Context: an optimization exercise on an open-source flow, tuned for small area and a short achievable clock period. The choices shown serve that exercise and are no tape-out recipe.
Function was checked by simulation only, so behaviour that the tests miss may differ from the original.
Power is estimated from default activity; no workload was simulated.

[flow/design.v]
module memory_unit(
    input CLK, RESET,  
    input [3:0] ADDR,  
    input [7:0] DATA_IN,  
    input READ, WRITE,  
    input [7:0] SEARCH_KEY,  
    output reg [7:0] DATA_OUT,  
    output reg [7:0] SEARCH_RESULT  
);
reg [7:0] dasd_memory [0:15];  
reg [7:0] cam_key [0:7];       
genvar g, b;
wire nrd, nwr, nwen;
wire [3:0] na;
g_inv u_nrd (.a(READ), .y(nrd));
g_inv u_nwr (.a(WRITE), .y(nwr));
generate
    for (g = 0; g < 4; g = g + 1) begin : ainv
        g_inv u_na (.a(ADDR[g]), .y(na[g]));
    end
endgenerate
g_or3 u_nwen (.a(RESET), .b(READ), .c(nwr), .y(nwen));
wire [3:0] pa;
g_nor2 u_pa0 (.a(ADDR[1]), .b(ADDR[0]), .y(pa[0]));
g_nor2 u_pa1 (.a(ADDR[1]), .b(na[0]), .y(pa[1]));
g_nor2 u_pa2 (.a(na[1]), .b(ADDR[0]), .y(pa[2]));
g_nor2 u_pa3 (.a(na[1]), .b(na[0]), .y(pa[3]));
wire [3:0] wq, rq;
g_nor3 u_wq0 (.a(nwen), .b(ADDR[3]), .c(ADDR[2]), .y(wq[0]));
g_nor3 u_wq1 (.a(nwen), .b(ADDR[3]), .c(na[2]), .y(wq[1]));
g_nor3 u_wq2 (.a(nwen), .b(na[3]), .c(ADDR[2]), .y(wq[2]));
g_nor3 u_wq3 (.a(nwen), .b(na[3]), .c(na[2]), .y(wq[3]));
g_nor3 u_rq0 (.a(nrd), .b(ADDR[3]), .c(ADDR[2]), .y(rq[0]));
g_nor3 u_rq1 (.a(nrd), .b(ADDR[3]), .c(na[2]), .y(rq[1]));
g_nor3 u_rq2 (.a(nrd), .b(na[3]), .c(ADDR[2]), .y(rq[2]));
g_nor3 u_rq3 (.a(nrd), .b(na[3]), .c(na[2]), .y(rq[3]));
wire [15:0] we_d, rsel;
wire [7:0] we_k;
generate
    for (g = 0; g < 16; g = g + 1) begin : word
        g_and2 u_we (.a(pa[g % 4]), .b(wq[g / 4]), .y(we_d[g]));
        g_and2 u_rs (.a(pa[g % 4]), .b(rq[g / 4]), .y(rsel[g]));
        always @(posedge CLK)
            if (we_d[g])
                dasd_memory[g] <= DATA_IN;
    end
    for (g = 0; g < 8; g = g + 1) begin : key
        g_and2 u_we (.a(pa[g % 4]), .b(wq[g / 4]), .y(we_k[g]));
        always @(posedge CLK)
            if (we_k[g])
                cam_key[g] <= SEARCH_KEY;
    end
endgenerate
wire [7:0] nlo, nhi, nm, mr;
generate
    for (g = 0; g < 8; g = g + 1) begin : cmp
        wire [7:0] eq;
        for (b = 0; b < 8; b = b + 1) begin : bit_eq
            g_xnor2 u_eq (.a(cam_key[g][b]), .b(SEARCH_KEY[b]), .y(eq[b]));
        end
        g_nand4 u_lo (.a(eq[0]), .b(eq[1]), .c(eq[2]), .d(eq[3]), .y(nlo[g]));
        g_nand4 u_hi (.a(eq[4]), .b(eq[5]), .c(eq[6]), .d(eq[7]), .y(nhi[g]));
        g_or2 u_nm (.a(nlo[g]), .b(nhi[g]), .y(nm[g]));                
        g_nor3 u_mr (.a(nlo[g]), .b(nhi[g]), .c(nrd), .y(mr[g]));      
    end
endgenerate
wire [7:0] ssel;
wire z47, z13;
g_and4 u_z47 (.a(nm[4]), .b(nm[5]), .c(nm[6]), .d(nm[7]), .y(z47));
g_and3 u_z13 (.a(nm[1]), .b(nm[2]), .c(nm[3]), .y(z13));
assign ssel[7] = mr[7];
g_and2 u_s6 (.a(mr[6]), .b(nm[7]), .y(ssel[6]));
g_and3 u_s5 (.a(mr[5]), .b(nm[6]), .c(nm[7]), .y(ssel[5]));
g_and4 u_s4 (.a(mr[4]), .b(nm[5]), .c(nm[6]), .d(nm[7]), .y(ssel[4]));
g_and2 u_s3 (.a(mr[3]), .b(z47), .y(ssel[3]));
g_and3 u_s2 (.a(mr[2]), .b(z47), .c(nm[3]), .y(ssel[2]));
g_and4 u_s1 (.a(mr[1]), .b(z47), .c(nm[3]), .d(nm[2]), .y(ssel[1]));
g_and3 u_s0 (.a(mr[0]), .b(z47), .c(z13), .y(ssel[0]));
wire [7:0] dout_d, sres_d;
generate
    for (b = 0; b < 8; b = b + 1) begin : bits
        wire [15:0] v;
        for (g = 0; g < 16; g = g + 1) begin : w
            assign v[g] = dasd_memory[g][b];
        end
        wire [3:0] s;
        for (g = 0; g < 4; g = g + 1) begin : spair
            g_a22oi u_s (.a1(ssel[2 * g]), .a2(v[2 * g]), .b1(ssel[2 * g + 1]), .b2(v[2 * g + 1]), .y(s[g]));
        end
        wire sh, sx;
        g_nand2 u_sh (.a(nrd), .b(SEARCH_RESULT[b]), .y(sh));
        g_and2 u_sx (.a(s[3]), .b(sh), .y(sx));
        g_nand4 u_sy (.a(s[0]), .b(s[1]), .c(s[2]), .d(sx), .y(sres_d[b]));
        wire [7:0] t;
        for (g = 0; g < 8; g = g + 1) begin : dpair
            g_a22oi u_t (.a1(rsel[2 * g]), .a2(v[2 * g]), .b1(rsel[2 * g + 1]), .b2(v[2 * g + 1]), .y(t[g]));
        end
        wire e0, e1, dh;
        g_nand4 u_e0 (.a(t[0]), .b(t[1]), .c(t[2]), .d(t[3]), .y(e0));
        g_nand4 u_e1 (.a(t[4]), .b(t[5]), .c(t[6]), .d(t[7]), .y(e1));
        g_and2 u_dh (.a(nrd), .b(DATA_OUT[b]), .y(dh));
        g_or3 u_dy (.a(e0), .b(e1), .c(dh), .y(dout_d[b]));
    end
endgenerate
always @(posedge CLK or posedge RESET) begin
    if (RESET) begin
        DATA_OUT <= 8'd0;
        SEARCH_RESULT <= 8'd0;
    end else begin
        DATA_OUT <= dout_d;
        SEARCH_RESULT <= sres_d;
    end
end
endmodule
module g_inv(input a, output y);
    assign y = ~a;
endmodule
module g_xnor2(input a, input b, output y);
    assign y = ~(a ^ b);
endmodule
module g_nand2(input a, input b, output y);
    assign y = ~(a & b);
endmodule
module g_nand4(input a, input b, input c, input d, output y);
    assign y = ~(a & b & c & d);
endmodule
module g_nor2(input a, input b, output y);
    assign y = ~(a | b);
endmodule
module g_nor3(input a, input b, input c, output y);
    assign y = ~(a | b | c);
endmodule
module g_or2(input a, input b, output y);
    assign y = a | b;
endmodule
module g_or3(input a, input b, input c, output y);
    assign y = a | b | c;
endmodule
module g_and2(input a, input b, output y);
    assign y = a & b;
endmodule
module g_and3(input a, input b, input c, output y);
    assign y = a & b & c;
endmodule
module g_and4(input a, input b, input c, input d, output y);
    assign y = a & b & c & d;
endmodule
module g_a22oi(input a1, input a2, input b1, input b2, output y);
    assign y = ~(a1 & a2 | b1 & b2);
endmodule
[flow/flow/run.sh]
#!/bin/bash
# Own layout flow: the standard synthesis, then the standard ORFS steps with
# extra make variables (flow/make_args.txt, one NAME=VALUE per line; @FLOW@ is
# replaced by this folder's absolute path, for hook scripts).
set -uo pipefail
here=$(cd "$(dirname "$0")" && pwd)
mapfile -t args < <(grep -v '^\s*#' "$here/make_args.txt" | grep -v '^\s*$' | sed "s#@FLOW@#$here#g")
printf '%s\n' "${args[@]}" > make_args_used.log
bash standard.sh synth > synth.log 2>&1 || exit 1
bash standard.sh "${args[@]}" finish > layout.log 2>&1
[flow/constraint.sdc]
create_clock -name core_clock -period 4.0 [get_ports {CLK}]
set_input_delay 0.8000 -clock core_clock [delete_from_list [all_inputs] [get_ports {CLK}]]
set_output_delay 0.8000 -clock core_clock [all_outputs]
set_load 0.01 [all_outputs]
[flow/standard.sh]
#!/bin/bash
# synth_recipe.tcl (not shown) runs the flow's synth.tcl, then flattens the netlist and writes it again
# the make line also repeats each setting of config.mk as NAME=value (left out here)
make -C /OpenROAD-flow-scripts/flow DESIGN_CONFIG=/design/flow/config.mk WORK_HOME=/design/flow/orfs CLKGATE_MAP_FILE= SYNTH_SCRIPT=/design/flow/synth_recipe.tcl "${@:-finish}"
[flow/flow/make_args.txt]
MATCH_CELL_FOOTPRINT=0
BUFFER_PORTS_ARGS=-buffer_cell sky130_fd_sc_hd__buf_2
CTS_ARGS=-sink_clustering_enable -repair_clock_nets -dont_use_dummy_load -buf_list sky130_fd_sc_hd__clkbuf_8 -sink_clustering_size 16 -sink_clustering_max_diameter 50
PRE_FLOORPLAN_TCL=@FLOW@/downsize.tcl
[flow/flow/downsize.tcl]
# Start every combinational cell at its smallest drive strength; the timing
# repair that follows sizes up what the clock period needs.
set db [ord::get_db]
set n 0
foreach inst [[ord::get_db_block] getInsts] {
  set m [[$inst getMaster] getName]
  if {![regexp {^(sky130_fd_sc_hd__([a-z0-9]+))_([0-9]+)$} $m -> base kind size]} { continue }
  if {$size == 1} { continue }
  if {[string match {*df*} $kind] || [string match {dl*} $kind] || [string match {clk*} $kind] || [string match {conb} $kind] || [string match {tap*} $kind]} { continue }
  set small [$db findMaster ${base}_1]
  if {$small eq "NULL" || $small eq ""} { continue }
  $inst swapMaster $small
  incr n
}
puts "downsize: $n cells set to drive strength 1"
[flow/config.mk]
export PLATFORM = sky130hd
export DESIGN_NAME = memory_unit
export DESIGN_NICKNAME = memory_unit
export VERILOG_FILES = /design/flow/design.v
export SDC_FILE = /design/flow/constraint.sdc
export NUM_CORES = 4
export LEC_CHECK = 0
export CAP_MARGIN = 20
export CORE_MARGIN = 2
export CORE_UTILIZATION = 40
export SETUP_SLACK_MARGIN = 2.2
export SLEW_MARGIN = 20
export SYNTH_HIERARCHICAL = 1
==> notes.md <==
area by class of cell:
class	count	area share
Multi-Input combinational cell	309	0.2853
Timing Repair Buffer	61	0.04925
Tap cell	270	0.03308
Timing Repair inverter	1	0.0007350
Sequential cell	208	0.6037
Clock buffer	18	0.02426
Inverter	7	0.003675
routing by layer:
layer / wire [um] / vias to the layer above
li1: - / 2241
met1: 8485 / 2479
met2: 9487 / 138
met3: 1030 / 30
met4: 354 / 0
met5: 0 / -
final timing paths:
check | from | end | slack (ps) | cells after the start
worst max-delay path | SEARCH_KEY[0] | SEARCH_RESULT[2] | 2050 | 8
worst min-delay path | RESET | SEARCH_RESULT[4] | 380 | 2
worst max register to register | cam_key[5][3] | SEARCH_RESULT[2] | 2090 | 7
worst min register to register | dasd_memory[3][1] | SEARCH_RESULT[1] | 500 | 2
max in group asynchronous | RESET | SEARCH_RESULT[3] | 3130 | 2
min in group core_clock | dasd_memory[3][1] | SEARCH_RESULT[1] | 500 | 2
sequential cells by signal, indices dropped and copies added (netlist names):
signal         flops
DATA_OUT           8
dasd_memory      128
SEARCH_RESULT      8
cam_key           64
cells in the final DEF, fill, tap and decap left out:
master	count
nor2_1	1
buf_12	4
nand2_1	8
a22oi_1	40
or3_4	1
nor3_4	8
xnor2_1	33
edfxtp_1	192
clkinvlp_4	4
clkbuf_4	1
or3_1	8
buf_2	23
or2_1	7
inv_1	3
nor2_2	3
and3_1	1
and4_4	3
xnor2_2	31
buf_6	8
nor3_1	8
and2_4	42
and3_4	3
buf_4	22
clkbuf_8	18
a22oi_2	56
and2_1	16
buf_8	3
inv_2	1
nand4_1	40
dfrtp_1	16
per-stage QoR:
| stage | instance area (um^2) | hold slack, ps |
|---|---|---|
| finish | 10210 | 383.5 |
| global route | 10210 | 393.1 |
| CTS | 9915 | 406.3 |
| detailed placement | 9165 | 503.5 |
| global placement | 9165 | 494.7 |
| floorplan | 8617 | 474.4 |
power groups by stage:
stage	combinational (mW)	clock (mW)	sequential [mW]
global placement	0.204	0	2.46
CTS	0.245	1.05	2.42
detailed placement	0.209	0	2.46
finish	0.260	1.02	2.42
global route	0.280	1.13	2.42
floorplan	0.0948	0	2.47
repair_timing:
action / CTS / global route
gates resized for setup: 95 / 56
gates cloned: 1 / 0
endpoints found under the setup margin: 94 / 74
pin swaps: 27 / 32
buffers inserted: 14 / 6
==> reports/results.tsv <==
metric	value	unit
run status	complete, no violations	
gpl congestion	0.8652	
Final period util	0.4877	
nets@finish	630	
row count	52	
Initial Utilization	0.4107	
DRT iter0 DRCs	435	
Place WS	1206	ps
worst-path fanout max	16	
Floorplan Core Area	0.02036	mm^2
Ports	40	
TritonCTS Buffers	18	
Critical Path Start Type	primary input	
Multi-input gate area	0.002914	mm^2
Hold Buf Count CTS	0	
fin cells	874	
clock-pin slew on the worst setup and hold paths	100	ps
clock power share	0.275	
Die W	148.6	um
syn nets	548	
Clock Skew	78.19	ps
Crit. End Element	flip-flop	
final setup margin	2049	ps
vias in the first global route	4904	
clk latency of the worst-skew pair	530	ps
Worst path max stage delay	290	ps
GRT Util Overall	0.1746	
DRT Pass-1 Iters	5	
Most Frequent Cell on Critical Path	nand4_1	
met3 Resource Use GR	0.02546	
Internal Power	2.916	mW
share of cells above drive strength 1	0.3825	
CTS H-tree lvls	1	
PwrDens	361.5	mW/mm^2
Die Ht	148.6	um
CP top delay family	simple AND/OR/NAND/NOR gates	
Net Switching	0.7760	mW
routed wire length	19360	um
final antenna-violating net count	0	
TNS Setup	0	ps
DRC violations left	0	
number of inserted diodes	0	
CP arrival	2340	ps
sw frac	0.2102	
CP max-delay cell	or2_1	
Final HPWL DP	13130	um
Synthesis Warnings	11	
port bufs	39	
Sequential Power Share	0.655	
crit-path cells	buf_12 -> xnor2_2 -> nand4_1 -> or2_1 -> and4_4 -> and3_4 -> a22oi_2 -> nand4_1	
largest net degree at the start of global routing	17	
Fin. Hold Viols	0	
Leakage	3.267	nW
gr ovfl total	0	
CTS Buffer Depth	3	
antenna violations before repair	0	
Inst Count DP	835	
Crit Path Category	in2reg	
worst hold path type	in2async	
most used routing layer	met2	
cell chosen for the clock root	clkbuf_8	
met1 Track Usage GR	0.2419	
CTS tree	yes	
routed len/inst	22.15	um
Required @ worst endpoint	4390	ps
Max VDD drop	0.3229	mV
Final Max Slew Viols	0	
Mapped Cells	524	
clock sinks	208	
Reg area	0.006166	mm^2
max-cap viol count	0	
total chip power	3.692	mW
RSZ-0062 raised after global routing	yes	
first-pass GRT wire length	29060	um
Via-to-Cell Ratio	5.593	
post-layout util	0.5015	
Fmax	512.6	MHz
Slew headroom	0.5240	
Die Footprint	0.02208	mm^2
Worst Tran Pin Value	713.3	ps
DR vias	4888	
Gate power share	0.070	
fillers	1667	
final setup fails	0	
min Tclk post-route	1951	ps
GR Util met2	0.2910	
Crit path buffers/inverters	1	

-- port drivers added, routing unchanged --
In the flow no input, the clock included, has a driving cell. The finished layout below was timed again as built, in two steps. Step 1 (the two cells are an assumption about what drives the block):
set clk [get_ports {CLK}]
set_driving_cell -lib_cell sky130_fd_sc_hd__clkbuf_16 $clk
set_driving_cell -lib_cell sky130_fd_sc_hd__buf_2 [delete_from_list [all_inputs] $clk]
Step 2, shift: input delay + t, output delay - t, t = (earliest + latest rising clock arrival at the registers) / 2. This alone moves slack from input paths to output paths. Three values: ideal, step 1, step 2; two values: the first two.
t (ns): 0.528
setup slack, ns: 2.049 / 2.037 / 1.508
pins driven straight from the clock port: 1
After both steps setup and hold are still met in this run. The setup slack of this run moves by -0.012 ns with the drivers and by -0.541 ns with both steps.
